Context: an optimization exercise on an open-source flow, tuned for small area, a short achievable clock period and few clock cycles. The choices shown serve that exercise and are no tape-out recipe.
Where RTL was checked, it was by simulation tests only, not by an equivalence proof against the original.
For run 1, only the layout was checked, not whether the RTL still works.

<file path="flow/config.mk">
export PLATFORM = sky130hd
export DESIGN_NAME = geofence
export DESIGN_NICKNAME = geofence
export VERILOG_FILES = /design/flow/design.v
export SDC_FILE = /design/flow/constraint.sdc
export NUM_CORES = 4
export LEC_CHECK = 0
export ABC_CLOCK_PERIOD_IN_PS = 6000
export CAP_MARGIN = 20
export CORE_MARGIN = 2
export CORE_UTILIZATION = 60
export SETUP_SLACK_MARGIN = 5
export SLEW_MARGIN = 20
</file>
<file path="flow/constraint.sdc">
create_clock -name core_clock -period 12.0 [get_ports {clk}]
set_input_delay 2.4000 -clock core_clock [delete_from_list [all_inputs] [get_ports {clk}]]
set_output_delay 2.4000 -clock core_clock [all_outputs]
set_load 0.01 [all_outputs]
</file>
<file path="flow/design.v">
module geofence (clk, reset, X, Y, valid, is_inside);
    input clk;
    input reset;
    input [9:0] X;
    input [9:0] Y;
    output valid;
    output is_inside;
    reg [3:0] phase;
    reg [9:0] tx, ty;
    reg       vsx, vsy, psx, psy, lsx, lsy, rsx, rsy;
    reg [9:0] vmx, vmy_n, pmx_n, pmy, lmx_n, lmy, rmx_n, rmy;
    reg       take_l, take_r;
    reg       inside_acc;
    reg       _valid, _inside;
    assign valid = _valid;
    assign is_inside = _inside;
    wire [10:0] ex = {1'b0, X} + {1'b0, ~tx};
    wire [10:0] ey = {1'b0, Y} + {1'b0, ~ty};
    wire        dsx = ~ex[10];
    wire        dsy = ~ey[10];
    wire [9:0]  dmx = dsx ? ~ex[9:0] : ex[9:0] + 10'd1;
    wire [9:0]  dmy = dsy ? ~ey[9:0] : ey[9:0] + 10'd1;
    wire       elsx = take_l ? psx : lsx, elsy = take_l ? psy : lsy;
    wire       ersx = take_r ? psx : rsx, ersy = take_r ? psy : rsy;
    wire [9:0] elmx_n = take_l ? pmx_n : lmx_n, elmy = take_l ? pmy : lmy;
    wire [9:0] ermx_n = take_r ? pmx_n : rmx_n, ermy = take_r ? pmy : rmy;
    wire ge_l, ge_r;   
    geofence_cmp cmp_l (.an(elmx_n), .bn(vmy_n), .c(vmx), .d(elmy), .msb(ge_l));
    geofence_cmp cmp_r (.an(ermx_n), .bn(vmy_n), .c(vmx), .d(ermy), .msb(ge_r));
    wire s1l = elsx ^ vsy, s2l = vsx ^ elsy;
    wire s1r = ersx ^ vsy, s2r = vsx ^ ersy;
    wire nl1 = s1l, nl0 = s1l ^ (s1l == s2l);
    wire nr1 = s1r, nr0 = s1r ^ (s1r == s2r);
    wire nl = ge_l ? nl1 : nl0;
    wire nr = ge_r ? nr1 : nr0;
    wire active = (phase >= 4'd3) && (phase <= 4'd7);
    wire [3:0] upd_l_t = {nl1 & nr1, nl1 & nr0, nl0 & nr1, nl0 & nr0};
    wire [3:0] upd_r_t = {~nl1 & ~nr1, ~nl1 & ~nr0, ~nl0 & ~nr1, ~nl0 & ~nr0};
    wire upd_l = active & upd_l_t[{ge_l, ge_r}];
    wire upd_r = active & upd_r_t[{ge_l, ge_r}];
    wire wrap = nl & ~nr;
    always @(posedge clk or posedge reset) begin
        if (reset) begin
            phase <= 4'd0;
            _valid <= 1'b0;
            _inside <= 1'b0;
        end else begin
            phase <= (phase == 4'd8) ? 4'd0 : phase + 4'd1;
            _valid <= (phase == 4'd7);
            if (phase == 4'd7) _inside <= inside_acc | wrap;
        end
    end
    always @(posedge clk) begin
        if (phase == 4'd0) begin
            tx <= X;
            ty <= Y;
        end
        vsx <= dsx; vsy <= dsy; vmx <= dmx; vmy_n <= ~dmy;
        psx <= vsx; psy <= vsy; pmx_n <= ~vmx; pmy <= ~vmy_n;
        lsx <= elsx; lsy <= elsy; lmx_n <= elmx_n; lmy <= elmy;
        rsx <= ersx; rsy <= ersy; rmx_n <= ermx_n; rmy <= ermy;
        take_l <= (phase == 4'd2) | upd_l;
        take_r <= (phase == 4'd2) | upd_r;
        if (phase == 4'd2)
            inside_acc <= 1'b0;
        else if (active & wrap)
            inside_acc <= 1'b1;
    end
endmodule
module geofence_cmp(input [9:0] an,bn,c,d, output msb);
  wire t1 = ~(an[0] | bn[0]);
  wire t2 = ~(c[0] & d[0]);
  wire t3 = ~(an[1] | bn[0]);
  wire t4 = ~(c[1] & d[0]);
  wire t5 = ~(an[2] | bn[0]);
  wire t6 = ~(c[2] & d[0]);
  wire t7 = ~(an[3] | bn[0]);
  wire t8 = ~(c[3] & d[0]);
  wire t9 = ~(an[4] | bn[0]);
  wire t10 = ~(c[4] & d[0]);
  wire t11 = ~(an[5] | bn[0]);
  wire t12 = ~(c[5] & d[0]);
  wire t13 = ~(an[6] | bn[0]);
  wire t14 = ~(c[6] & d[0]);
  wire t15 = ~(an[7] | bn[0]);
  wire t16 = ~(c[7] & d[0]);
  wire t17 = ~(an[8] | bn[0]);
  wire t18 = ~(c[8] & d[0]);
  wire t19 = ~(an[9] | bn[0]);
  wire t20 = ~(c[9] & d[0]);
  wire t21 = ~(an[0] | bn[1]);
  wire t22 = ~(c[0] & d[1]);
  wire t23 = ~(an[1] | bn[1]);
  wire t24 = ~(c[1] & d[1]);
  wire t25 = ~(an[2] | bn[1]);
  wire t26 = ~(c[2] & d[1]);
  wire t27 = ~(an[3] | bn[1]);
  wire t28 = ~(c[3] & d[1]);
  wire t29 = ~(an[4] | bn[1]);
  wire t30 = ~(c[4] & d[1]);
  wire t31 = ~(an[5] | bn[1]);
  wire t32 = ~(c[5] & d[1]);
  wire t33 = ~(an[6] | bn[1]);
  wire t34 = ~(c[6] & d[1]);
  wire t35 = ~(an[7] | bn[1]);
  wire t36 = ~(c[7] & d[1]);
  wire t37 = ~(an[8] | bn[1]);
  wire t38 = ~(c[8] & d[1]);
  wire t39 = ~(an[9] | bn[1]);
  wire t40 = ~(c[9] & d[1]);
  wire t41 = ~(an[0] | bn[2]);
  wire t42 = ~(c[0] & d[2]);
  wire t43 = ~(an[1] | bn[2]);
  wire t44 = ~(c[1] & d[2]);
  wire t45 = ~(an[2] | bn[2]);
  wire t46 = ~(c[2] & d[2]);
  wire t47 = ~(an[3] | bn[2]);
  wire t48 = ~(c[3] & d[2]);
  wire t49 = ~(an[4] | bn[2]);
  wire t50 = ~(c[4] & d[2]);
  wire t51 = ~(an[5] | bn[2]);
  wire t52 = ~(c[5] & d[2]);
  wire t53 = ~(an[6] | bn[2]);
  wire t54 = ~(c[6] & d[2]);
  wire t55 = ~(an[7] | bn[2]);
  wire t56 = ~(c[7] & d[2]);
  wire t57 = ~(an[8] | bn[2]);
  wire t58 = ~(c[8] & d[2]);
  wire t59 = ~(an[9] | bn[2]);
  wire t60 = ~(c[9] & d[2]);
  wire t61 = ~(an[0] | bn[3]);
  wire t62 = ~(c[0] & d[3]);
  wire t63 = ~(an[1] | bn[3]);
  wire t64 = ~(c[1] & d[3]);
  wire t65 = ~(an[2] | bn[3]);
  wire t66 = ~(c[2] & d[3]);
  wire t67 = ~(an[3] | bn[3]);
  wire t68 = ~(c[3] & d[3]);
  wire t69 = ~(an[4] | bn[3]);
  wire t70 = ~(c[4] & d[3]);
  wire t71 = ~(an[5] | bn[3]);
  wire t72 = ~(c[5] & d[3]);
  wire t73 = ~(an[6] | bn[3]);
  wire t74 = ~(c[6] & d[3]);
  wire t75 = ~(an[7] | bn[3]);
  wire t76 = ~(c[7] & d[3]);
  wire t77 = ~(an[8] | bn[3]);
  wire t78 = ~(c[8] & d[3]);
  wire t79 = ~(an[9] | bn[3]);
  wire t80 = ~(c[9] & d[3]);
  wire t81 = ~(an[0] | bn[4]);
  wire t82 = ~(c[0] & d[4]);
  wire t83 = ~(an[1] | bn[4]);
  wire t84 = ~(c[1] & d[4]);
  wire t85 = ~(an[2] | bn[4]);
  wire t86 = ~(c[2] & d[4]);
  wire t87 = ~(an[3] | bn[4]);
  wire t88 = ~(c[3] & d[4]);
  wire t89 = ~(an[4] | bn[4]);
  wire t90 = ~(c[4] & d[4]);
  wire t91 = ~(an[5] | bn[4]);
  wire t92 = ~(c[5] & d[4]);
  wire t93 = ~(an[6] | bn[4]);
  wire t94 = ~(c[6] & d[4]);
  wire t95 = ~(an[7] | bn[4]);
  wire t96 = ~(c[7] & d[4]);
  wire t97 = ~(an[8] | bn[4]);
  wire t98 = ~(c[8] & d[4]);
  wire t99 = ~(an[9] | bn[4]);
  wire t100 = ~(c[9] & d[4]);
  wire t101 = ~(an[0] | bn[5]);
  wire t102 = ~(c[0] & d[5]);
  wire t103 = ~(an[1] | bn[5]);
  wire t104 = ~(c[1] & d[5]);
  wire t105 = ~(an[2] | bn[5]);
  wire t106 = ~(c[2] & d[5]);
  wire t107 = ~(an[3] | bn[5]);
  wire t108 = ~(c[3] & d[5]);
  wire t109 = ~(an[4] | bn[5]);
  wire t110 = ~(c[4] & d[5]);
  wire t111 = ~(an[5] | bn[5]);
  wire t112 = ~(c[5] & d[5]);
  wire t113 = ~(an[6] | bn[5]);
  wire t114 = ~(c[6] & d[5]);
  wire t115 = ~(an[7] | bn[5]);
  wire t116 = ~(c[7] & d[5]);
  wire t117 = ~(an[8] | bn[5]);
  wire t118 = ~(c[8] & d[5]);
  wire t119 = ~(an[9] | bn[5]);
  wire t120 = ~(c[9] & d[5]);
  wire t121 = ~(an[0] | bn[6]);
  wire t122 = ~(c[0] & d[6]);
  wire t123 = ~(an[1] | bn[6]);
  wire t124 = ~(c[1] & d[6]);
  wire t125 = ~(an[2] | bn[6]);
  wire t126 = ~(c[2] & d[6]);
  wire t127 = ~(an[3] | bn[6]);
  wire t128 = ~(c[3] & d[6]);
  wire t129 = ~(an[4] | bn[6]);
  wire t130 = ~(c[4] & d[6]);
  wire t131 = ~(an[5] | bn[6]);
  wire t132 = ~(c[5] & d[6]);
  wire t133 = ~(an[6] | bn[6]);
  wire t134 = ~(c[6] & d[6]);
  wire t135 = ~(an[7] | bn[6]);
  wire t136 = ~(c[7] & d[6]);
  wire t137 = ~(an[8] | bn[6]);
  wire t138 = ~(c[8] & d[6]);
  wire t139 = ~(an[9] | bn[6]);
  wire t140 = ~(c[9] & d[6]);
  wire t141 = ~(an[0] | bn[7]);
  wire t142 = ~(c[0] & d[7]);
  wire t143 = ~(an[1] | bn[7]);
  wire t144 = ~(c[1] & d[7]);
  wire t145 = ~(an[2] | bn[7]);
  wire t146 = ~(c[2] & d[7]);
  wire t147 = ~(an[3] | bn[7]);
  wire t148 = ~(c[3] & d[7]);
  wire t149 = ~(an[4] | bn[7]);
  wire t150 = ~(c[4] & d[7]);
  wire t151 = ~(an[5] | bn[7]);
  wire t152 = ~(c[5] & d[7]);
  wire t153 = ~(an[6] | bn[7]);
  wire t154 = ~(c[6] & d[7]);
  wire t155 = ~(an[7] | bn[7]);
  wire t156 = ~(c[7] & d[7]);
  wire t157 = ~(an[8] | bn[7]);
  wire t158 = ~(c[8] & d[7]);
  wire t159 = ~(an[9] | bn[7]);
  wire t160 = ~(c[9] & d[7]);
  wire t161 = ~(an[0] | bn[8]);
  wire t162 = ~(c[0] & d[8]);
  wire t163 = ~(an[1] | bn[8]);
  wire t164 = ~(c[1] & d[8]);
  wire t165 = ~(an[2] | bn[8]);
  wire t166 = ~(c[2] & d[8]);
  wire t167 = ~(an[3] | bn[8]);
  wire t168 = ~(c[3] & d[8]);
  wire t169 = ~(an[4] | bn[8]);
  wire t170 = ~(c[4] & d[8]);
  wire t171 = ~(an[5] | bn[8]);
  wire t172 = ~(c[5] & d[8]);
  wire t173 = ~(an[6] | bn[8]);
  wire t174 = ~(c[6] & d[8]);
  wire t175 = ~(an[7] | bn[8]);
  wire t176 = ~(c[7] & d[8]);
  wire t177 = ~(an[8] | bn[8]);
  wire t178 = ~(c[8] & d[8]);
  wire t179 = ~(an[9] | bn[8]);
  wire t180 = ~(c[9] & d[8]);
  wire t181 = ~(an[0] | bn[9]);
  wire t182 = ~(c[0] & d[9]);
  wire t183 = ~(an[1] | bn[9]);
  wire t184 = ~(c[1] & d[9]);
  wire t185 = ~(an[2] | bn[9]);
  wire t186 = ~(c[2] & d[9]);
  wire t187 = ~(an[3] | bn[9]);
  wire t188 = ~(c[3] & d[9]);
  wire t189 = ~(an[4] | bn[9]);
  wire t190 = ~(c[4] & d[9]);
  wire t191 = ~(an[5] | bn[9]);
  wire t192 = ~(c[5] & d[9]);
  wire t193 = ~(an[6] | bn[9]);
  wire t194 = ~(c[6] & d[9]);
  wire t195 = ~(an[7] | bn[9]);
  wire t196 = ~(c[7] & d[9]);
  wire t197 = ~(an[8] | bn[9]);
  wire t198 = ~(c[8] & d[9]);
  wire t199 = ~(an[9] | bn[9]);
  wire t200 = ~(c[9] & d[9]);
  wire t201, t202;
  assign {t202, t201} = 1'b1 + t19 + t20;
  wire t203 = 1'b1 ^ t39;
  wire t204 = 1'b1 & t39;
  wire t205, t206;
  assign {t206, t205} = 1'b1 + t13 + t14;
  wire t207, t208;
  assign {t208, t207} = 1'b1 + t15 + t16;
  wire t209, t210;
  assign {t210, t209} = t33 + t34 + t51;
  wire t211 = t52 ^ t69;
  wire t212 = t52 & t69;
  wire t213, t214;
  assign {t214, t213} = 1'b1 + t17 + t18;
  wire t215, t216;
  assign {t216, t215} = t35 + t36 + t53;
  wire t217, t218;
  assign {t218, t217} = t54 + t71 + t72;
  wire t219, t220;
  assign {t220, t219} = t89 + t90 + t107;
  wire t221 = t108 ^ t125;
  wire t222 = t108 & t125;
  wire t223, t224;
  assign {t224, t223} = t37 + t38 + t55;
  wire t225, t226;
  assign {t226, t225} = t56 + t73 + t74;
  wire t227, t228;
  assign {t228, t227} = t91 + t92 + t109;
  wire t229, t230;
  assign {t230, t229} = t110 + t127 + t128;
  wire t231, t232;
  assign {t232, t231} = t145 + t146 + t163;
  wire t233 = t164 ^ t181;
  wire t234 = t164 & t181;
  wire t235, t236;
  assign {t236, t235} = t40 + t57 + t58;
  wire t237, t238;
  assign {t238, t237} = t75 + t76 + t93;
  wire t239, t240;
  assign {t240, t239} = t94 + t111 + t112;
  wire t241, t242;
  assign {t242, t241} = t129 + t130 + t147;
  wire t243, t244;
  assign {t244, t243} = t148 + t165 + t166;
  wire t245, t246;
  assign {t246, t245} = t183 + t184 + t234;
  wire t247, t248;
  assign {t248, t247} = t59 + t60 + t77;
  wire t249, t250;
  assign {t250, t249} = t78 + t95 + t96;
  wire t251, t252;
  assign {t252, t251} = t113 + t114 + t131;
  wire t253, t254;
  assign {t254, t253} = t132 + t149 + t150;
  wire t255, t256;
  assign {t256, t255} = t167 + t168 + t185;
  wire t257, t258;
  assign {t258, t257} = t79 + t80 + t97;
  wire t259, t260;
  assign {t260, t259} = t98 + t115 + t116;
  wire t261, t262;
  assign {t262, t261} = t133 + t134 + t151;
  wire t263, t264;
  assign {t264, t263} = t99 + t100 + t117;
  wire t265, t266;
  assign {t266, t265} = 1'b1 + t9 + t10;
  wire t267, t268;
  assign {t268, t267} = 1'b1 + t11 + t12;
  wire t269, t270;
  assign {t270, t269} = t29 + t30 + t47;
  wire t271 = t48 ^ t65;
  wire t272 = t48 & t65;
  wire t273, t274;
  assign {t274, t273} = t31 + t32 + t49;
  wire t275, t276;
  assign {t276, t275} = t50 + t67 + t68;
  wire t277, t278;
  assign {t278, t277} = t85 + t86 + t103;
  wire t279 = t104 ^ t121;
  wire t280 = t104 & t121;
  wire t281, t282;
  assign {t282, t281} = t70 + t87 + t88;
  wire t283, t284;
  assign {t284, t283} = t105 + t106 + t123;
  wire t285, t286;
  assign {t286, t285} = t124 + t141 + t142;
  wire t287, t288;
  assign {t288, t287} = t280 + t206 + t207;
  wire t289, t290;
  assign {t290, t289} = t126 + t143 + t144;
  wire t291, t292;
  assign {t292, t291} = t161 + t162 + t212;
  wire t293, t294;
  assign {t294, t293} = t208 + t213 + t221;
  wire t295, t296;
  assign {t296, t295} = t210 + t282 + t284;
  wire t297, t298;
  assign {t298, t297} = t182 + t222 + t201;
  wire t299, t300;
  assign {t300, t299} = t214 + t233 + t216;
  wire t301, t302;
  assign {t302, t301} = t218 + t220 + t290;
  wire t303, t304;
  assign {t304, t303} = t223 + t225 + t227;
  wire t305, t306;
  assign {t306, t305} = t202 + t203 + t224;
  wire t307, t308;
  assign {t308, t307} = t226 + t228 + t230;
  wire t309, t310;
  assign {t310, t309} = t232 + t235 + t237;
  wire t311, t312;
  assign {t312, t311} = t239 + t241 + t243;
  wire t313, t314;
  assign {t314, t313} = t186 + t204 + t236;
  wire t315, t316;
  assign {t316, t315} = t238 + t240 + t242;
  wire t317, t318;
  assign {t318, t317} = t244 + t247 + t249;
  wire t319, t320;
  assign {t320, t319} = t251 + t253 + t255;
  wire t321, t322;
  assign {t322, t321} = t152 + t169 + t170;
  wire t323, t324;
  assign {t324, t323} = t187 + t188 + t248;
  wire t325, t326;
  assign {t326, t325} = t250 + t252 + t254;
  wire t327, t328;
  assign {t328, t327} = t256 + t257 + t259;
  wire t329, t330;
  assign {t330, t329} = t118 + t135 + t136;
  wire t331, t332;
  assign {t332, t331} = t153 + t154 + t171;
  wire t333, t334;
  assign {t334, t333} = t172 + t189 + t190;
  wire t335, t336;
  assign {t336, t335} = t258 + t260 + t262;
  wire t337, t338;
  assign {t338, t337} = t119 + t120 + t137;
  wire t339, t340;
  assign {t340, t339} = t138 + t155 + t156;
  wire t341, t342;
  assign {t342, t341} = t173 + t174 + t191;
  wire t343, t344;
  assign {t344, t343} = t139 + t140 + t157;
  wire t345 = 1'b1 ^ t5;
  wire t346 = 1'b1 & t5;
  wire t347, t348;
  assign {t348, t347} = 1'b1 + t7 + t8;
  wire t349, t350;
  assign {t350, t349} = t25 + t26 + t43;
  wire t351, t352;
  assign {t352, t351} = t27 + t28 + t45;
  wire t353, t354;
  assign {t354, t353} = t46 + t63 + t64;
  wire t355 = t81 ^ t82;
  wire t356 = t81 & t82;
  wire t357, t358;
  assign {t358, t357} = t66 + t83 + t84;
  wire t359, t360;
  assign {t360, t359} = t101 + t102 + t356;
  wire t361, t362;
  assign {t362, t361} = t266 + t267 + t271;
  wire t363, t364;
  assign {t364, t363} = t122 + t272 + t205;
  wire t365, t366;
  assign {t366, t365} = t268 + t279 + t270;
  wire t367, t368;
  assign {t368, t367} = t358 + t273 + t275;
  wire t369, t370;
  assign {t370, t369} = t211 + t274 + t276;
  wire t371, t372;
  assign {t372, t371} = t278 + t209 + t281;
  wire t373, t374;
  assign {t374, t373} = t283 + t285 + t364;
  wire t375, t376;
  assign {t376, t375} = t286 + t215 + t217;
  wire t377, t378;
  assign {t378, t377} = t219 + t289 + t288;
  wire t379, t380;
  assign {t380, t379} = t291 + t293 + t370;
  wire t381, t382;
  assign {t382, t381} = t229 + t231 + t292;
  wire t383, t384;
  assign {t384, t383} = t294 + t297 + t296;
  wire t385, t386;
  assign {t386, t385} = t299 + t376 + t301;
  wire t387, t388;
  assign {t388, t387} = t298 + t245 + t300;
  wire t389, t390;
  assign {t390, t389} = t302 + t305 + t304;
  wire t391, t392;
  assign {t392, t391} = t307 + t382 + t309;
  wire t393, t394;
  assign {t394, t393} = t246 + t306 + t308;
  wire t395, t396;
  assign {t396, t395} = t313 + t310 + t312;
  wire t397, t398;
  assign {t398, t397} = t315 + t317 + t319;
  wire t399, t400;
  assign {t400, t399} = t261 + t321 + t314;
  wire t401, t402;
  assign {t402, t401} = t316 + t323 + t318;
  wire t403, t404;
  assign {t404, t403} = t320 + t325 + t327;
  wire t405, t406;
  assign {t406, t405} = t322 + t263 + t329;
  wire t407, t408;
  assign {t408, t407} = t331 + t333 + t324;
  wire t409, t410;
  assign {t410, t409} = t326 + t328 + t335;
  wire t411, t412;
  assign {t412, t411} = t192 + t264 + t330;
  wire t413, t414;
  assign {t414, t413} = t332 + t334 + t337;
  wire t415, t416;
  assign {t416, t415} = t339 + t341 + t336;
  wire t417, t418;
  assign {t418, t417} = t158 + t175 + t176;
  wire t419, t420;
  assign {t420, t419} = t193 + t194 + t338;
  wire t421, t422;
  assign {t422, t421} = t340 + t342 + t343;
  wire t423, t424;
  assign {t424, t423} = t159 + t160 + t177;
  wire t425, t426;
  assign {t426, t425} = t178 + t195 + t196;
  wire t427 = 1'b1 ^ t3;
  wire t428 = 1'b1 & t3;
  wire t429, t430;
  assign {t430, t429} = t6 + t23 + t24;
  wire t431 = t41 ^ t42;
  wire t432 = t41 & t42;
  wire t433, t434;
  assign {t434, t433} = t44 + t61 + t62;
  wire t435, t436;
  assign {t436, t435} = t346 + t432 + t347;
  wire t437, t438;
  assign {t438, t437} = t265 + t348 + t355;
  wire t439, t440;
  assign {t440, t439} = t350 + t434 + t351;
  wire t441, t442;
  assign {t442, t441} = t352 + t354 + t269;
  wire t443, t444;
  assign {t444, t443} = t357 + t438 + t359;
  wire t445, t446;
  assign {t446, t445} = t277 + t360 + t362;
  wire t447, t448;
  assign {t448, t447} = t363 + t365 + t442;
  wire t449, t450;
  assign {t450, t449} = t287 + t366 + t368;
  wire t451, t452;
  assign {t452, t451} = t369 + t446 + t371;
  wire t453, t454;
  assign {t454, t453} = t372 + t295 + t374;
  wire t455, t456;
  assign {t456, t455} = t375 + t377 + t379;
  wire t457, t458;
  assign {t458, t457} = t378 + t303 + t381;
  wire t459, t460;
  assign {t460, t459} = t380 + t383 + t454;
  wire t461, t462;
  assign {t462, t461} = t311 + t384 + t387;
  wire t463, t464;
  assign {t464, t463} = t386 + t389 + t458;
  wire t465, t466;
  assign {t466, t465} = t388 + t390 + t393;
  wire t467, t468;
  assign {t468, t467} = t392 + t395 + t397;
  wire t469, t470;
  assign {t470, t469} = t394 + t399 + t396;
  wire t471, t472;
  assign {t472, t471} = t401 + t398 + t403;
  wire t473, t474;
  assign {t474, t473} = t405 + t400 + t407;
  wire t475, t476;
  assign {t476, t475} = t402 + t404 + t409;
  wire t477, t478;
  assign {t478, t477} = t406 + t411 + t413;
  wire t479, t480;
  assign {t480, t479} = t408 + t410 + t415;
  wire t481, t482;
  assign {t482, t481} = t417 + t412 + t414;
  wire t483, t484;
  assign {t484, t483} = t419 + t421 + t416;
  wire t485, t486;
  assign {t486, t485} = t344 + t418 + t423;
  wire t487, t488;
  assign {t488, t487} = t425 + t420 + t422;
  wire t489, t490;
  assign {t490, t489} = t179 + t180 + t197;
  wire t491, t492;
  assign {t492, t491} = t198 + t424 + t426;
  wire t493 = t4 ^ t21;
  wire t494 = t4 & t21;
  wire t495, t496;
  assign {t496, t495} = t428 + t494 + t345;
  wire t497, t498;
  assign {t498, t497} = t430 + t349 + t433;
  wire t499, t500;
  assign {t500, t499} = t353 + t436 + t437;
  wire t501, t502;
  assign {t502, t501} = t361 + t440 + t441;
  wire t503, t504;
  assign {t504, t503} = t367 + t444 + t445;
  wire t505, t506;
  assign {t506, t505} = t373 + t448 + t449;
  wire t507, t508;
  assign {t508, t507} = t450 + t452 + t453;
  wire t509, t510;
  assign {t510, t509} = t385 + t457 + t456;
  wire t511, t512;
  assign {t512, t511} = t391 + t460 + t461;
  wire t513, t514;
  assign {t514, t513} = t462 + t464 + t465;
  wire t515, t516;
  assign {t516, t515} = t466 + t469 + t468;
  wire t517, t518;
  assign {t518, t517} = t470 + t473 + t472;
  wire t519, t520;
  assign {t520, t519} = t477 + t474 + t476;
  wire t521, t522;
  assign {t522, t521} = t478 + t481 + t483;
  wire t523, t524;
  assign {t524, t523} = t485 + t482 + t487;
  wire t525, t526;
  assign {t526, t525} = t489 + t486 + t491;
  wire t527, t528;
  assign {t528, t527} = t199 + t200 + t490;
  wire t529 = 1'b1 ^ t1;
  wire t530 = 1'b1 & t1;
  wire t531, t532;
  assign {t532, t531} = t22 + t530 + t427;
  wire t533, t534;
  assign {t534, t533} = t431 + t429 + t532;
  wire t535, t536;
  assign {t536, t535} = t496 + t435 + t534;
  wire t537, t538;
  assign {t538, t537} = t498 + t439 + t499;
  wire t539, t540;
  assign {t540, t539} = t500 + t443 + t501;
  wire t541, t542;
  assign {t542, t541} = t502 + t447 + t503;
  wire t543, t544;
  assign {t544, t543} = t504 + t451 + t505;
  wire t545, t546;
  assign {t546, t545} = t455 + t506 + t507;
  wire t547, t548;
  assign {t548, t547} = t459 + t508 + t509;
  wire t549, t550;
  assign {t550, t549} = t463 + t510 + t511;
  wire t551, t552;
  assign {t552, t551} = t467 + t512 + t513;
  wire t553, t554;
  assign {t554, t553} = t471 + t514 + t515;
  wire t555, t556;
  assign {t556, t555} = t475 + t516 + t517;
  wire t557, t558;
  assign {t558, t557} = t479 + t518 + t519;
  wire t559, t560;
  assign {t560, t559} = t480 + t520 + t521;
  wire t561, t562;
  assign {t562, t561} = t484 + t523 + t522;
  wire t563, t564;
  assign {t564, t563} = t488 + t525 + t524;
  wire t565, t566;
  assign {t566, t565} = t492 + t527 + t526;
  wire [20:0] r0 = {1'b0, t528, t564, t562, t560, t558, t556, t554, t552, t550, t548, t546, t544, t542, t540, t538, t536, t497, t495, t493, t2};
  wire [20:0] r1 = {1'b0, t566, t565, t563, t561, t559, t557, t555, t553, t551, t549, t547, t545, t543, t541, t539, t537, t535, t533, t531, t529};
  wire [20:0] s = r0 + r1;
  assign msb = s[20];
endmodule
</file>
<file path="flow/flow/run.sh">
#!/bin/bash
# The standard layout, with one step added after synthesis: flow/fapol.py
# picks the polarity of each full-adder cell (a full adder is self-dual), of
# each half adder (rebuilt from an xor and an and-type gate) and of 2-input
# and/or gates, so that few inverters are left in the carry-save trees, and
# puts each full adder's latest-arriving input on its fastest pin (CIN).
# It changes only combinational cells; the registers keep their names and cells.
# Each tool's output goes to a log here: synth.log, fapol.log, finish.log
# (ORFS also keeps each step's log under orfs/logs).
set -euo pipefail
R=orfs/results/$FLOW_PLATFORM/geofence/base
bash standard.sh synth > synth.log 2>&1
cp $R/1_2_yosys.v $R/1_2_yosys.std.v
python3 flow/fapol.py $R/1_2_yosys.std.v $R/1_2_yosys.v > fapol.log 2>&1
rm -f $R/1_synth.odb $R/1_synth.sdc
bash standard.sh finish > finish.log 2>&1
</file>
<file path="flow/flow/fapol.py">
#!/usr/bin/env python3
"""Picks signal polarities around the full and half adders of a Yosys netlist.

A full adder is self-dual: FA(~a, ~b, ~c) = (~sum, ~cout), so each sky130 fa
cell may be flipped (inputs and outputs taken complemented). A half adder is
rebuilt from an xor2/xnor2 and a 2-input and-type gate, which take inputs in
either polarity and give outputs in either polarity. 2-input and/nand/or/nor
gates may give their output complemented (and2 <-> nand2, or2 <-> nor2).
Inverters are put back only where a load needs the other polarity of a net
(at most one per net). Flips are chosen by simulated annealing on inverter
count and gate area. Then each full adder gets its latest-arriving input on
CIN, its fastest pin, and its earliest on A. Registers are not touched;
inverters that drive a port or an assign are left alone.
usage: fapol.py in.v out.v [seed]
"""
import re, sys, random, math
from collections import defaultdict
sys.setrecursionlimit(100000)

src = re.sub(r'\(\*.*?\*\)', '', open(sys.argv[1]).read())
seed = int(sys.argv[3]) if len(sys.argv) > 3 else 1
mstart = src.index('module ')
head_end = src.index(');', mstart) + 2
body = src[head_end:src.rindex('endmodule')]
stmts = re.findall(r'\s*(.*?;)', body, re.S)
decls = []; insts = []; others = []
inst_re = re.compile(r'(\S+)\s+(\S+)\s*\((.*)\)\s*;', re.S)
for s in stmts:
    t = s.strip()
    if t.startswith(('wire', 'input', 'output', 'reg')):
        decls.append(t)
    elif t.startswith('assign'):
        others.append(t)
    else:
        m = inst_re.match(t)
        assert m, t
        typ, name, pins = m.groups()
        pm = [(p, n.strip()) for p, n in re.findall(r'\.(\w+)\(([^()]*)\)', pins)]
        insts.append([typ, name, pm])

OUTP = {'X', 'Y', 'Q', 'Q_N', 'SUM', 'COUT', 'HI', 'LO'}
PFX = 'sky130_fd_sc_hd__'
def kind(t):
    b = t[len(PFX):] if t.startswith(PFX) else t
    m = re.fullmatch(r'(\w+?)_(\d+)', b)
    return (m.group(1), m.group(2)) if m else (b, '')
def is_inv(t): return kind(t)[0] == 'inv'
def is_fa(t): return kind(t)[0] == 'fa'
def is_ha(t): return kind(t)[0] == 'ha' and kind(t)[1] == '1'
FLEX = {'and2': 'nand2', 'nand2': 'and2', 'or2': 'nor2', 'nor2': 'or2'}
CHEAP = {'nand2', 'nor2'}
def is_flex(t):
    k, d = kind(t)
    return k in FLEX and d in ('0', '1', '2', '4') and (FLEX[k] + '_' + d) in LIBCELLS
LIBCELLS = set(re.findall(r'cell \("' + PFX + r'(\w+)"\)', open('/OpenROAD-flow-scripts/flow/platforms/sky130hd/lib/sky130_fd_sc_hd__tt_025C_1v80.lib').read()))

protected = set()
for o in others:
    for w in re.findall(r'\\?[A-Za-z_][\w$]*(?:\s*\[\d+\])?', o):
        protected.add(w.replace(' ', ''))
for d in decls:
    if d.startswith(('input', 'output')):
        for nm in re.sub(r'^(input|output)\s+(\[[^\]]*\]\s*)?', '', d).rstrip(';').split(','):
            protected.add(nm.strip())
pbase = set(p.split('[')[0].strip() for p in protected)
def is_prot(n): return n in protected or n.split('[')[0].strip() in pbase

drv = {}
for k, (t, n, pm) in enumerate(insts):
    for p, net in pm:
        if p in OUTP: drv[net] = k
removable = set()
for k, (t, n, pm) in enumerate(insts):
    if is_inv(t):
        d = dict(pm)
        if not is_prot(d['Y']) and d['A'] in drv:
            removable.add(k)
def root(net):
    par = 0
    while net in drv and drv[net] in removable:
        net = dict(insts[drv[net]][2])['A']; par ^= 1
    return net, par

fa_set = set(k for k, (t, n, pm) in enumerate(insts) if is_fa(t)
             and not any(is_prot(net) for p, net in pm if p in OUTP))
ha_set = set(k for k, (t, n, pm) in enumerate(insts) if is_ha(t)
             and not any(is_prot(net) for p, net in pm if p in OUTP))
flex_set = set(k for k, (t, n, pm) in enumerate(insts) if k not in removable and is_flex(t)
               and not any(is_prot(net) for p, net in pm if p in OUTP))
fa_ids = sorted(fa_set)

loads = defaultdict(list)   # root net -> [(inst, pin index, parity)]
for k, (t, n, pm) in enumerate(insts):
    if k in removable: continue
    for i, (p, net) in enumerate(pm):
        if p in OUTP: continue
        r, par = root(net)
        loads[r].append((k, i, par))
flip = defaultdict(int)
def drv_kind(r):
    k = drv.get(r)
    if k in fa_set: return 'fa'
    if k in ha_set or k in flex_set: return 'free'
    return 'fixed'
def wants(r):
    w = set()
    for (k, i, par) in loads[r]:
        if k in ha_set: continue          # a half adder takes either polarity
        w.add(par ^ (flip[k] if k in fa_set else 0))
    return w
def choose(r):
    """(driver polarity, cost) for root net r"""
    w = wants(r)
    dk = drv_kind(r)
    if dk == 'fa':
        d = flip[drv[r]]
    elif dk == 'free':
        if len(w) == 1: d = next(iter(w))
        else:
            d = 1 if kind(insts[drv[r]][0])[0] in FLEX and FLEX.get(kind(insts[drv[r]][0])[0]) in CHEAP and len(w) == 2 else 0
            if kind(insts[drv[r]][0])[0] in CHEAP: d = 0
    else:
        d = 0
    cost = 1.0 if any(x != d for x in w) else 0.0
    k = drv.get(r)
    if k in flex_set:
        base = kind(insts[k][0])[0]
        now = base if d == 0 else FLEX[base]
        if now not in CHEAP: cost += 0.67
    return d, cost
touch = {}
for k in fa_ids:
    s = set()
    for p, net in insts[k][2]:
        s.add(root(net)[0] if p not in OUTP else net)
    touch[k] = s
allnets = list(set(loads.keys()) | set(n for n in drv if drv[n] not in removable))
cost = sum(choose(r)[1] for r in allnets)
start = cost
rng = random.Random(seed)
best = cost; bestflip = dict(flip)
steps = 300000
for step in range(steps):
    T = 2.0 * (1 - step / steps) + 0.01
    k = rng.choice(fa_ids)
    before = sum(choose(r)[1] for r in touch[k])
    flip[k] ^= 1
    after = sum(choose(r)[1] for r in touch[k])
    d = after - before
    if d <= 0 or rng.random() < math.exp(-d / T):
        cost += d
        if cost < best - 1e-9:
            best = cost; bestflip = dict(flip)
    else:
        flip[k] ^= 1
flip = defaultdict(int, bestflip)
sys.stderr.write(f'cost {start:.1f} -> {best:.1f}; flipped {sum(flip.values())} of {len(fa_ids)} adders\n')

# rebuild
pol = {}
for r in allnets: pol[r] = choose(r)[0]
new_insts = []; new_wires = []; invnet = {}
cnt = [0]
def fresh(prefix):
    cnt[0] += 1
    return f'_{prefix}{cnt[0]}_'
def get_inv(r):
    if r not in invnet:
        n = fresh('pol'); invnet[r] = n; new_wires.append(n)
        new_insts.append([PFX + 'inv_1', fresh('polinv'), [('A', r), ('Y', n)]])
    return invnet[r]
rewired = {}; inpol = {}
for r, ls in loads.items():
    d = pol.get(r, 0)
    for (k, i, par) in ls:
        if k in ha_set:
            rewired[(k, i)] = r
            inpol[(k, i)] = par ^ d        # physical = wanted ^ inpol
            continue
        w = par ^ (flip[k] if k in fa_set else 0)
        rewired[(k, i)] = get_inv(r) if w != d else r
out_insts = []
for k, (t, n, pm) in enumerate(insts):
    if k in removable: continue
    pm2 = [(p, rewired.get((k, i), net)) for i, (p, net) in enumerate(pm)]
    if k in flex_set:
        outn = [v for p, v in pm2 if p in OUTP][0]
        if pol.get(outn, 0):
            b, dstr = kind(t)
            t = PFX + FLEX[b] + '_' + dstr
            op = 'Y' if FLEX[b] in CHEAP else 'X'
            pm2 = [((op if p in ('X', 'Y') else p), v) for p, v in pm2]
    if k in ha_set:
        d = dict(pm2)
        pa = inpol[(k, [p for p, v in pm].index('A'))]
        pb = inpol[(k, [p for p, v in pm].index('B'))]
        ps = pol.get(d['SUM'], 0); pc = pol.get(d['COUT'], 0)
        A, B = d['A'], d['B']
        xt = 'xor2_1' if (pa ^ pb ^ ps) == 0 else 'xnor2_1'
        out_insts.append([PFX + xt, n + 's', [('A', A), ('B', B), ('X' if xt == 'xor2_1' else 'Y', d['SUM'])]])
        # carry: a & b, inputs physical A = a ^ pa, B = b ^ pb, output c ^ pc
        if pa == 0 and pb == 0:
            ct, pins = ('and2_1', 'X') if pc == 0 else ('nand2_1', 'Y'), [('A', A), ('B', B)]
        elif pa == 1 and pb == 1:
            ct, pins = ('nor2_1', 'Y') if pc == 0 else ('or2_1', 'X'), [('A', A), ('B', B)]
        else:
            An, Bp = (A, B) if pa == 1 else (B, A)   # An carries ~x, Bp carries y
            ct, pins = ('and2b_1', 'X') if pc == 0 else ('nand2b_1', 'Y'), [('A_N', An), ('B', Bp)]
        out_insts.append([PFX + ct[0], n + 'c', pins + [(ct[1], d['COUT'])]])
        continue
    out_insts.append([t, n, pm2])
out_insts += new_insts

# pin order of full adders by estimated arrival
FA_D = {'A': (0.57, 0.45), 'B': (0.54, 0.42), 'CIN': (0.52, 0.40)}
odrv = {}
for idx, (t, n, pm) in enumerate(out_insts):
    for p, net in pm:
        if p in OUTP: odrv[net] = (idx, p)
SEQ = ('dfxtp', 'dfrtp', 'edfxtp', 'dfstp', 'dfbbp', 'dfxbp', 'dfrbp', 'sdf', 'dlx', 'conb')
arr = {}
def arrival(net):
    if net in arr: return arr[net]
    d = odrv.get(net)
    if d is None:
        arr[net] = 0.0; return 0.0
    t, n, pm = out_insts[d[0]]
    b = kind(t)[0]
    if b.startswith(SEQ):
        arr[net] = 0.4; return 0.4
    arr[net] = 0.0
    ins = [(p, v) for p, v in pm if p not in OUTP]
    if is_fa(t):
        k = 0 if d[1] == 'SUM' else 1
        a = max(arrival(v) + FA_D[p][k] for p, v in ins)
    else:
        dl = 0.06 if b == 'inv' else 0.25 if b.startswith('x') else 0.2
        a = max([arrival(v) for p, v in ins] or [0.0]) + dl
    arr[net] = a
    return a
swapped = 0
for _ in range(3):
    arr.clear()
    for idx, (t, n, pm) in enumerate(out_insts):
        if not is_fa(t): continue
        d = dict(pm)
        nets = sorted([d['A'], d['B'], d['CIN']], key=arrival)
        new = {'A': nets[0], 'B': nets[1], 'CIN': nets[2]}
        if new != {'A': d['A'], 'B': d['B'], 'CIN': d['CIN']}:
            swapped += 1
            out_insts[idx][2] = [(p, new.get(p, v)) for p, v in pm]
sys.stderr.write(f'adders with inputs reordered: {swapped}\n')

out = [src[:head_end]]
for d in decls: out.append('  ' + d)
for w in new_wires: out.append(f'  wire {w};')
for t, n, pm in out_insts:
    pins = ',\n'.join(f'    .{p}({v}' + (' )' if v.startswith('\\') else ')') for p, v in pm)
    name = n if not n.startswith('\\') else n
    out.append(f'  {t} {name} (\n{pins}\n  );')
for o in others: out.append('  ' + o)
out.append('endmodule')
open(sys.argv[2], 'w').write('\n'.join(out) + '\n')
cnt_inv = sum(1 for t, n, pm in out_insts if is_inv(t))
sys.stderr.write(f'inverters {sum(1 for t,n,pm in insts if is_inv(t))} -> {cnt_inv}\n')
</file>
<file path="flow/standard.sh">
#!/bin/bash
# synth_recipe.tcl (not shown) runs the flow's synth.tcl, then flattens the netlist and writes it again
# the make line also repeats each setting of config.mk as NAME=value (left out here)
make -C /OpenROAD-flow-scripts/flow DESIGN_CONFIG=/design/flow/config.mk WORK_HOME=/design/flow/orfs CLKGATE_MAP_FILE= SYNTH_SCRIPT=/design/flow/synth_recipe.tcl "${@:-finish}"
</file>
==> reports/results.ini, run 1 <==
[cells_and_area]
register_area_um2 = 2572
final_cell_area_um2 = 15930
drive_above_1_share = 0.05774
final_common_cell = fa_1
syn2layout_area_growth_pct = 8.235
nets = 1811
antenna_cells = 0
n_fill_cell = 1970
final_cell_mix = fa_1 (330), nand2_1 (225), nor2_1 (144)
multi_input_area_um2 = 11540

[worst_setup_path]
endpoint_kind = register
cp-start-kind = register
cp_top_family = adder cells
cp_num_buf_inv = 2
critPathMaxStageDelay_ns = 0.67
critical_path_class = register to register
critPathArrivalTime_ns = 7.02
required_ns = 12.30
crit_slowest_cell = mux2i_1
crit_top_cell = fa_1
worstPathCellList = buf_4 -> mux2i_1 -> inv_1 -> nand2_1 -> fa_1 -> fa_1 -> fa_1 -> fa_1 -> fa_1 -> fa_1 -> xor2_1 -> nand4_1 -> nor4_2 -> and3_1 -> a221oi_2 -> a21bo_1 -> a41oi_1 -> mux2i_1
cp_max_fo = 22
rrSetupSlack_ns = 5.28

[route]
routed-via-count = 10210
routed_via_density = 5.685
routedWlPerCell_um = 21.78
firstDrtPassIters = 5
postRouteAntennaNets = 0
drt_wl_total_mm = 39.11
drt_iter0_drc = 789
drc = 0

[cts]
clock_path_buffers = 2
cts_tree = built
cts_hold_buffers = 0
cts_root_buffer = clkbuf_16
clock_latency_ns = 0.43
htree_num_levels = 4
clock_sinks = 117
cts_inserted_buffers = 17
clk_pin_slew_ns = 0.07

[synth]
avgSynthCellArea_um2 = 10.15
syn_area_um2 = 14720
syn_nets = 1802
syn_inst = 1450
yosysWarnings = 1

[sta]
rsz0062_at_grt = true
maxSlewViolCount = 0
setup_viol = 0
fin_crit_ns = 6.716
clock.fmax_mhz = 148.9
hold_viol = 0
post-route-period-util = 0.5597
worst_pin_slew_ns = 0.9373
fin_worst_skew_ns = 0.01963
fin_setup_tns_ns = 0
worst_slack_ns = 5.284
slew_headroom = 0.3573

[global_routing]
grt_usage = 0.3259
grt-ovfl-total = 0
grt_max_degree = 23
antenna_found_initial = 0
grt_pass1_wl_mm = 62.19
grt_pass1_vias = 11510

[floorplan]
die_area_um2 = 25810
core_um2 = 24180
rows = 57
die_y_um = 160.6
start_util = 0.6089
ios = 24
die_width_um = 160.6

[run]
maxCapViolCount = 0

[placement]
port_buffers = 23
hpwlAfterDp_mm = 30.12
placed_area_um2 = 15270
dp_slack_ns = 5.108
place_congestion = 0.9542

[status]
outcome = complete, no violations

[worst_hold_path]
hold_path_class = register to register

sequential cells by signal (all words and copies together), names as in the netlist:
name,cells
lmy,10
vsx,1
psy,1
lsy,1
lmx_n,10
_inside,1
vmx,10
rmx_n,10
rsx,1
_valid,1
pmx_n,10
tx,10
take_r,1
rsy,1
vmy_n,10
vsy,1
rmy,10
inside_acc,1
pmy,10
ty,10
psx,1
phase,4
take_l,1
lsx,1
area by class of cell:
cell class / count / share of cell area
tap: 324 / 0.02544
clock buffer: 18 / 0.02693
inverter: 133 / 0.03133
timing repair buffer: 35 / 0.02010
multi-input combinational: 1155 / 0.7244
sequential: 117 / 0.1614
clock inverter: 14 / 0.01037
per-stage QoR:
step	hold slack (ns)	utilization	cells
2_1_floorplan	0.3632	-	1450
3_3_place_gp	0.3719	0.6317	1764
3_5_place_dp	0.3745	0.6317	1764
4_1_cts	0.3766	0.6563	1796
5_1_grt	0.3818	0.6591	1796
6_report	0.3785	0.6591	1796
per-layer routing:
| metal | wire length, um | track usage | vias up |
|---|---|---|---|
| met5 | 0 | 0 | - |
| met4 | 2181 | 0.1646 | 0 |
| met3 | 3438 | 0.06353 | 135 |
| met2 | 19540 | 0.5605 | 471 |
| met1 | 13950 | 0.3939 | 5116 |
| li1 | - | - | 4488 |
worst register-to-register path, delay by kind of cell (launching register included):
family | cells | cell delay [ns]
buffers and inverters | 2 | 0.75
AND/OR/NAND/NOR | 4 | 1.11
flip-flops | 1 | 0.31
AO/OA/AOI/OAI | 3 | 0.64
XOR/XNOR | 1 | 0.16
adder cells (fa/ha/maj) | 6 | 2.81
multiplexers | 2 | 0.82
final timing paths:
path | start | endpoint | depth (start not counted)
max | take_r | _inside | 18
min | vsx | psx | 0
max reg2reg | take_r | _inside | 18
min reg2reg | vsx | psx | 0
max in group asynchronous | reset | _valid | 2
min in group asynchronous | reset | phase[1] | 2
timing repair:
item	in CTS	in global routing
endpoints found under the setup margin	0	4
gates resized for setup	0	14
buffers inserted	0	0
==> inputs of run 2 (changes only) <==
--- a/flow/design.v
+++ b/flow/design.v
@@ -8,7 +8,6 @@
     reg [3:0] phase;
     reg [9:0] tx, ty;
-    reg       vsx, vsy, psx, psy, lsx, lsy, rsx, rsy;
-    reg [9:0] vmx, vmy_n, pmx_n, pmy, lmx_n, lmy, rmx_n, rmy;
-    reg       take_l, take_r;
+    reg       vsx, vsy, lsx, lsy, rsx, rsy;
+    reg [9:0] vmx, vmy_n, lmx_n, lmy, rmx_n, rmy;
     reg       inside_acc;
     reg       _valid, _inside;
@@ -21,13 +20,9 @@
     wire [9:0]  dmx = dsx ? ~ex[9:0] : ex[9:0] + 10'd1;
     wire [9:0]  dmy = dsy ? ~ey[9:0] : ey[9:0] + 10'd1;
-    wire       elsx = take_l ? psx : lsx, elsy = take_l ? psy : lsy;
-    wire       ersx = take_r ? psx : rsx, ersy = take_r ? psy : rsy;
-    wire [9:0] elmx_n = take_l ? pmx_n : lmx_n, elmy = take_l ? pmy : lmy;
-    wire [9:0] ermx_n = take_r ? pmx_n : rmx_n, ermy = take_r ? pmy : rmy;
     wire ge_l, ge_r;   
-    geofence_cmp cmp_l (.an(elmx_n), .bn(vmy_n), .c(vmx), .d(elmy), .msb(ge_l));
-    geofence_cmp cmp_r (.an(ermx_n), .bn(vmy_n), .c(vmx), .d(ermy), .msb(ge_r));
-    wire s1l = elsx ^ vsy, s2l = vsx ^ elsy;
-    wire s1r = ersx ^ vsy, s2r = vsx ^ ersy;
+    geofence_cmp cmp_l (.an(lmx_n), .bn(vmy_n), .c(vmx), .d(lmy), .msb(ge_l));
+    geofence_cmp cmp_r (.an(rmx_n), .bn(vmy_n), .c(vmx), .d(rmy), .msb(ge_r));
+    wire s1l = lsx ^ vsy, s2l = vsx ^ lsy;
+    wire s1r = rsx ^ vsy, s2r = vsx ^ rsy;
     wire nl1 = s1l, nl0 = s1l ^ (s1l == s2l);
     wire nr1 = s1r, nr0 = s1r ^ (s1r == s2r);
@@ -57,13 +52,17 @@
         end
         vsx <= dsx; vsy <= dsy; vmx <= dmx; vmy_n <= ~dmy;
-        psx <= vsx; psy <= vsy; pmx_n <= ~vmx; pmy <= ~vmy_n;
-        lsx <= elsx; lsy <= elsy; lmx_n <= elmx_n; lmy <= elmy;
-        rsx <= ersx; rsy <= ersy; rmx_n <= ermx_n; rmy <= ermy;
-        take_l <= (phase == 4'd2) | upd_l;
-        take_r <= (phase == 4'd2) | upd_r;
-        if (phase == 4'd2)
+        if (phase == 4'd2) begin
+            lsx <= vsx; lsy <= vsy; lmx_n <= ~vmx; lmy <= ~vmy_n;
+            rsx <= vsx; rsy <= vsy; rmx_n <= ~vmx; rmy <= ~vmy_n;
             inside_acc <= 1'b0;
-        else if (active & wrap)
-            inside_acc <= 1'b1;
+        end else begin
+            if (upd_l) begin
+                lsx <= vsx; lsy <= vsy; lmx_n <= ~vmx; lmy <= ~vmy_n;
+            end
+            if (upd_r) begin
+                rsx <= vsx; rsy <= vsy; rmx_n <= ~vmx; rmy <= ~vmy_n;
+            end
+            if (active & wrap) inside_acc <= 1'b1;
+        end
     end
 endmodule
==> reports/results.ini, run 2 <==
[cells_and_area]
antenna_cells = 0  ; unchanged
drive_above_1_share = 0.1459  ; +0.08818
final_cells = 1621  ; -9.7%
final_cell_mix = fa_1 (330), nand2_1 (220), nor2_2 (120)
nets = 1649  ; -8.9%
syn2layout_area_growth_pct = 6.176
final_common_cell = fa_1
n_fill_cell = 1925  ; -2.3%

[route]
firstDrtPassIters = 5  ; unchanged
postRouteAntennaNets = 0  ; unchanged
drt_iter0_drc = 626  ; -21%
drt_wl_total_mm = 33.87  ; -13%
routed-via-count = 9354  ; -8.4%
routedWlPerCell_um = 20.90  ; -4.0%
drc = 0  ; unchanged
highest_layer = met4
met1_length_mm = 13.40  ; -3.9%
routed_via_density = 5.771  ; +1.5%
wl_met3_mm = 2.071  ; -40%
met2_length_mm = 17.35  ; -11%

[sta]
clock.fmax_mhz = 148.8  ; about the same
worst_pin_slew_ns = 0.9041  ; -0.03324 ns
slew_headroom = 0.3973  ; +0.04004
maxSlewViolCount = 0  ; unchanged
rsz0062_at_grt = false
fin_worst_skew_ns = 0.01180  ; -0.007832 ns
post-route-period-util = 0.5601  ; about the same
fin_setup_tns_ns = 0  ; unchanged
hold_viol = 0  ; unchanged
fin_crit_ns = 6.721  ; +0.004990 ns
setup_viol = 0  ; unchanged

[placement]
hpwlAfterDp_mm = 25.75  ; -15%
place_congestion = 0.8600  ; -9.9%
place_inst = 1603  ; -9.1%
port_buffers = 23  ; unchanged

[cts]
cts_tree = built
cts_root_buffer = clkbuf_16
clock_latency_ns = 0.35  ; -0.08 ns
clk_pin_slew_ns = 0.07  ; about the same
cts_inserted_buffers = 9  ; -8
clock_sinks = 93  ; -21%
htree_num_levels = 3  ; -1
clock_path_buffers = 2  ; unchanged

[synth]
syn_inst = 1308  ; -9.8%
yosysWarnings = 1  ; unchanged
avgSynthCellArea_um2 = 10.77  ; +6.0%
syn_area_um2 = 14080  ; -4.4%
syn_nets = 1660  ; -7.9%

[worst_setup_path]
ff2ff_path_depth = 15  ; -3
timing.rr.end = lsx
critical_path_class = register to register
crit_top_cell = fa_1
cp_num_buf_inv = 1  ; -1
worstPathCellList = buf_4 -> nor2_1 -> fa_1 -> fa_1 -> fa_1 -> fa_1 -> fa_1 -> fa_1 -> xor2_1 -> nand2_1 -> or4_1 -> o211ai_1 -> mux2i_2 -> nand2_1 -> o21ai_4
crit_slowest_cell = dfxtp_1
endpoint_kind = register
critPathArrivalTime_ns = 6.72  ; -0.30 ns
cp_top_family = adder cells
required_ns = 11.99  ; -0.31 ns
reg2reg_from = vmy_n[1]
critPathMaxStageDelay_ns = 0.78  ; +0.11 ns
rrSetupSlack_ns = 5.28  ; about the same
cp_max_fo = 13  ; -41%
cp-start-kind = register

[floorplan]
core_um2 = 23260  ; -3.8%
ios = 24  ; unchanged
start_util = 0.6053  ; -0.003598
die_width_um = 157.2  ; -2.1%
rows = 56  ; -1.8%
die_y_um = 157.2  ; -2.1%
die_area_um2 = 24710  ; -4.2%

[worst_hold_path]
min_to = inside_acc
min_path_cells = 2  ; +2
worstHoldStart = inside_acc
hold_path_class = register to register

[status]
outcome = complete, no violations

[run]
maxCapViolCount = 0  ; unchanged

[global_routing]
grt_usage = 0.3016  ; -0.02429
grt_max_degree = 23  ; unchanged
grt_pass1_wl_mm = 55.26  ; -11%
antenna_found_initial = 0  ; unchanged
grt-ovfl-total = 0  ; unchanged
grt_pass1_vias = 10430  ; -9.4%

run 2: how the worst max path moves through the flow:
stage / end / depth (start not counted) / startpoint
finish: lsx / 15 / vmy_n[1]
global route: lmx_n[2] / 15 / vmy_n[9]
CTS: lmx_n[0] / 15 / vmy_n[1]
detailed placement: lmx_n[0] / 15 / vmy_n[6]
global placement: lmx_n[0] / 15 / vmy_n[6]
floorplan: rmx_n[0] / 14 / vmy_n[4]
run 2: worst register-to-register path, cell delays in order, from the launching register on:
cell	delay [ns]
dfxtp_1	0.78
buf_4	0.33
nor2_1	0.09
fa_1	0.44
fa_1	0.41
fa_1	0.50
fa_1	0.55
fa_1	0.44
fa_1	0.54
xor2_1	0.20
nand2_1	0.13
or4_1	0.48
o211ai_1	0.36
mux2i_2	0.44
nand2_1	0.24
o21ai_4	0.44
run 2: what timing repair did:
item	in CTS	in global routing
hold buffers	0	0
pin swaps	0	1
buffers inserted	0	0
gates resized for setup	6	2
endpoints found under the setup margin	44	22
cloned	0	1
run 2: per-stage QoR:
stage | cell area, um^2 | setup slack [ns] | hold slack (ns) | util
2_1_floorplan | 14080 | 5.006 | 0.4652 | -
5_1_grt | 14950 | 5.011 | 0.5430 | 0.6427
3_5_place_dp | 14610 | 4.577 | 0.4971 | 0.6280
6_report | 14950 | 5.279 | 0.5077 | 0.6427
3_3_place_gp | 14610 | 4.668 | 0.4843 | 0.6280
4_1_cts | 14920 | 5.016 | 0.5134 | 0.6412
run 2: cell type report:
| cell class | instances | area, um^2 | area share |
|---|---|---|---|
| Clock buffer | 9 | 225.2 | 0.01506 |
| Clock inverter | 7 | 67.56 | 0.004519 |
| Inverter | 36 | 135.1 | 0.009038 |
| Multi-Input combinational cell | 1116 | 11210 | 0.7499 |
| Sequential cell | 93 | 2539 | 0.1698 |
| Tap cell | 319 | 399.1 | 0.02670 |
| Timing Repair Buffer | 41 | 372.9 | 0.02494 |
run 2: metal layers:
metal / up-vias / GRT usage
li1: 4066 / -
met2: 353 / 0.5303
met3: 84 / 0.04240
met4: 0 / 0.1035
met5: - / 0
met1: 4851 / 0.3860
Testbench counts of run 2, summed over its fixed seeds: cycles 10,800.
==> inputs of run 3 (changes only) <==
--- a/flow/flow/run.sh
+++ b/flow/flow/run.sh
@@ -4,5 +4,6 @@
 # each half adder (rebuilt from an xor and an and-type gate) and of 2-input
 # and/or gates, so that few inverters are left in the carry-save trees, and
-# puts each full adder's latest-arriving input on its fastest pin (CIN).
+# puts each full adder's latest-arriving input on its fastest pin (CIN);
+# cells that drive many pins get a larger drive strength.
 # It changes only combinational cells; the registers keep their names and cells.
 # Each tool's output goes to a log here: synth.log, fapol.log, finish.log
--- a/flow/flow/fapol.py
+++ b/flow/flow/fapol.py
@@ -12,4 +12,5 @@
 CIN, its fastest pin, and its earliest on A. Registers are not touched;
 inverters that drive a port or an assign are left alone.
+Last, a cell driving many pins gets a larger drive strength.
 usage: fapol.py in.v out.v [seed]
 """
@@ -48,6 +49,7 @@
 def is_fa(t): return kind(t)[0] == 'fa'
 def is_ha(t): return kind(t)[0] == 'ha' and kind(t)[1] == '1'
-FLEX = {'and2': 'nand2', 'nand2': 'and2', 'or2': 'nor2', 'nor2': 'or2'}
-CHEAP = {'nand2', 'nor2'}
+FLEX = {'and2': 'nand2', 'nand2': 'and2', 'or2': 'nor2', 'nor2': 'or2', 'mux2': 'mux2i', 'mux2i': 'mux2'}
+CHEAP = {'nand2', 'nor2', 'mux2i'}
+OUTPIN = {'and2': 'X', 'or2': 'X', 'mux2': 'X', 'nand2': 'Y', 'nor2': 'Y', 'mux2i': 'Y'}
 def is_flex(t):
     k, d = kind(t)
@@ -189,5 +191,5 @@
             b, dstr = kind(t)
             t = PFX + FLEX[b] + '_' + dstr
-            op = 'Y' if FLEX[b] in CHEAP else 'X'
+            op = OUTPIN[FLEX[b]]
             pm2 = [((op if p in ('X', 'Y') else p), v) for p, v in pm2]
     if k in ha_set:
@@ -252,4 +254,27 @@
 sys.stderr.write(f'adders with inputs reordered: {swapped}\n')
 
+# drive strength by fanout: a cell (not a full or half adder, inverter or
+# buffer) that drives 4 or more pins gets the _2 size, 8 or more the _4 size,
+# where the library has it; nothing is made smaller
+fo = defaultdict(int)
+for t, n, pm in out_insts:
+    for p, v in pm:
+        if p not in OUTP: fo[v] += 1
+upsized = 0
+for idx, (t, n, pm) in enumerate(out_insts):
+    b, dstr = kind(t)
+    if not dstr or b in ('fa', 'ha', 'inv', 'buf', 'clkbuf', 'conb'): continue
+    outs = [v for p, v in pm if p in OUTP]
+    if not outs: continue
+    f = max(fo[v] for v in outs)
+    want = 4 if f >= 8 else 2 if f >= 4 else 0
+    if not want: continue
+    for size in (want, 2):
+        if size and int(dstr) < size and f'{b}_{size}' in LIBCELLS:
+            out_insts[idx][0] = PFX + f'{b}_{size}'
+            upsized += 1
+            break
+sys.stderr.write(f'cells upsized: {upsized}\n')
+
 out = [src[:head_end]]
 for d in decls: out.append('  ' + d)
==> reports/results.ini, run 3 <==
[global_routing]
antenna_found_initial = 1  ; +1
grt_usage = 0.3023  ; +0.0006901
grt_pass1_vias = 10540  ; +1.1%
grt_pass1_wl_mm = 55.86  ; +1.1%
grt_max_degree = 23  ; unchanged
grt-ovfl-total = 0  ; unchanged

[route]
firstDrtPassIters = 5  ; unchanged
routedWlPerCell_um = 21.15  ; +1.2%
postRouteAntennaNets = 0  ; unchanged
routed-via-count = 9508  ; +1.6%
routed_via_density = 5.869  ; +1.7%
drt_iter0_drc = 614  ; -1.9%
drt_wl_total_mm = 34.26  ; +1.1%
drc = 0  ; unchanged

[cts]
htree_num_levels = 3  ; unchanged
clock_latency_ns = 0.36  ; about the same
cts_inserted_buffers = 9  ; unchanged
clk_pin_slew_ns = 0.08  ; about the same
cts_tree = built
cts_root_buffer = clkbuf_16
clock_path_buffers = 2  ; unchanged
clock_sinks = 93  ; unchanged
post_cts_buffers = 0  ; unchanged

[cells_and_area]
fin_util = 0.6433  ; about the same
multi_input_area_um2 = 11340  ; +1.1%
antenna_cells = 0  ; unchanged
final_cell_mix = fa_1 (330), nand2_1 (220), nor2_2 (122)
final_common_cell = fa_1
syn2layout_area_growth_pct = 5.673
n_fill_cell = 1937  ; +0.62%
nets = 1648  ; -0.061%
drive_above_1_share = 0.1706  ; +0.02471
register_area_um2 = 2550  ; +0.44%

[sta]
worst_pin_slew_ns = 0.9569  ; +0.05286 ns
rsz0062_at_grt = false
maxSlewViolCount = 0  ; unchanged
worst_slack_ns = 5.513  ; +0.2334 ns
hold_viol = 0  ; unchanged
slew_headroom = 0.3607  ; -0.03656
clock.fmax_mhz = 154.1  ; +3.6%
fin_worst_skew_ns = 0.01487  ; +0.003068 ns
setup_viol = 0  ; unchanged
post-route-period-util = 0.5406  ; -0.01945
fin_setup_tns_ns = 0  ; unchanged
fin_crit_ns = 6.487  ; -0.2334 ns

[worst_setup_path]
timing.rr.end = lmx_n[5]
required_ns = 12.00  ; about the same
critPathArrivalTime_ns = 6.49  ; -0.23 ns
rrSetupSlack_ns = 5.51  ; +0.23 ns
reg2reg_from = vmy_n[6]
endpoint_kind = register
cp_max_fo = 11  ; -2
ff2ff_path_depth = 16  ; +1
critical_path_class = register to register
cp-start-kind = register

[worst_hold_path]
worstHoldStart = vsy
min_to = lsy
min_path_cells = 0  ; -2
hold_path_class = register to register

[synth]
avgSynthCellArea_um2 = 10.89  ; +1.2%
syn_nets = 1660  ; unchanged
syn_inst = 1308  ; unchanged
syn_area_um2 = 14250  ; +1.2%
yosysWarnings = 1  ; unchanged

[status]
outcome = complete, no violations

[placement]
dp_slack_ns = 5.121  ; +0.5433 ns
place_congestion = 0.8509  ; -1.1%
hpwlAfterDp_mm = 25.51  ; -0.94%
port_buffers = 23  ; unchanged

[floorplan]
die_y_um = 158.1  ; +0.57%
start_util = 0.6087  ; +0.003433
die_area_um2 = 24990  ; +1.1%
ios = 24  ; unchanged
die_width_um = 158.1  ; +0.57%
core_um2 = 23400  ; +0.60%
rows = 56  ; unchanged

[run]
maxCapViolCount = 0  ; unchanged

## run 3: cell types whose count changed in the layout (fill, tap and decap cells not counted), sizes merged
cell / change
clkbuf: +2
inv: -2
buf: -1
## run 3: how the worst max path moves through the flow
stage,start,endpoint,slack [ns],cells past startpoint
global route,vmy_n[6],lmy[6],5.18,16
CTS,vmx[5],lsx,5.04,15
global placement,vmy_n[6],lmx_n[1],5.14,16
finish,vmy_n[6],lmx_n[5],5.51,16
floorplan,vmy_n[4],lmx_n[0],5.99,15
detailed placement,vmy_n[6],lmx_n[1],5.12,16
## run 3: layout make-up
| cell class | count | share of cell area |
|---|---|---|
| Inverter | 36 | 0.008976 |
| Sequential cell | 93 | 0.1694 |
| Multi-Input combinational cell | 1116 | 0.7532 |
| Tap cell | 319 | 0.02651 |
| Timing Repair Buffer | 40 | 0.02402 |
| Clock buffer | 11 | 0.01546 |
| Clock inverter | 5 | 0.002410 |
## run 3: timing repair
item,CTS,global route
hold buffers,0,0
resized for setup,0,8
endpoints found under the setup margin,0,35
## run 3: critical path: stages, from the launching register on
cell and delay (ns):
dfxtp_2 0.59, buf_4 0.34, nor2_2 0.08, fa_1 0.43
fa_1 0.47, fa_1 0.52, fa_1 0.48, fa_1 0.46
fa_1 0.52, xor2_1 0.18, nand2_1 0.08, nor3_1 0.30
nand4_1 0.17, o211ai_1 0.45, mux2i_2 0.42, nand2_1 0.21
o21ai_4 0.42
## run 3: metrics by stage
step           cell area, um^2  instances  hold WS, ns
2_1_floorplan            14250       1308       0.4474
3_3_place_gp             14750       1602       0.4612
3_5_place_dp             14750       1602       0.4746
4_1_cts                  15020       1618       0.4931
5_1_grt                  15050       1620       0.5094
6_report                 15050       1620       0.5080
## run 3: routing by layer
metal,vias to the layer above,GRT usage,share of wire
li1,4052,-,-
met1,4924,0.3915,0.38
met2,427,0.5168,0.51
met3,103,0.05502,0.075
met4,2,0.1051,0.033
met5,-,0,0.00038

-- what the ideal ports hide --
Ports are ideal in the flow. The routed layouts listed here were re-timed in OpenROAD.
Step 1, drivers: a clkbuf_16 drives clk and a buf_2 each remaining input, both assumed.
Step 2 moves the port delays by t, midway between the first and last clock arrival at a register: inputs arrive t later, outputs are due t later. That takes back most of the time a late clock gives input paths.
a / b / c = ideal / step 1 / step 2; a / b = the first two.
| run | t, ns | slack for setup (ns) | cell pins on the clock port's net |
|---|---|---|---|
| run 1 | 0.474 | 5.284 / 5.284 / 5.284 | 1 |
| run 2 | 0.401 | 5.279 / 5.279 / 5.279 | 1 |
| run 3 | 0.399 | 5.513 / 5.513 / 5.513 | 1 |
After both steps setup and hold are still met in every run listed.
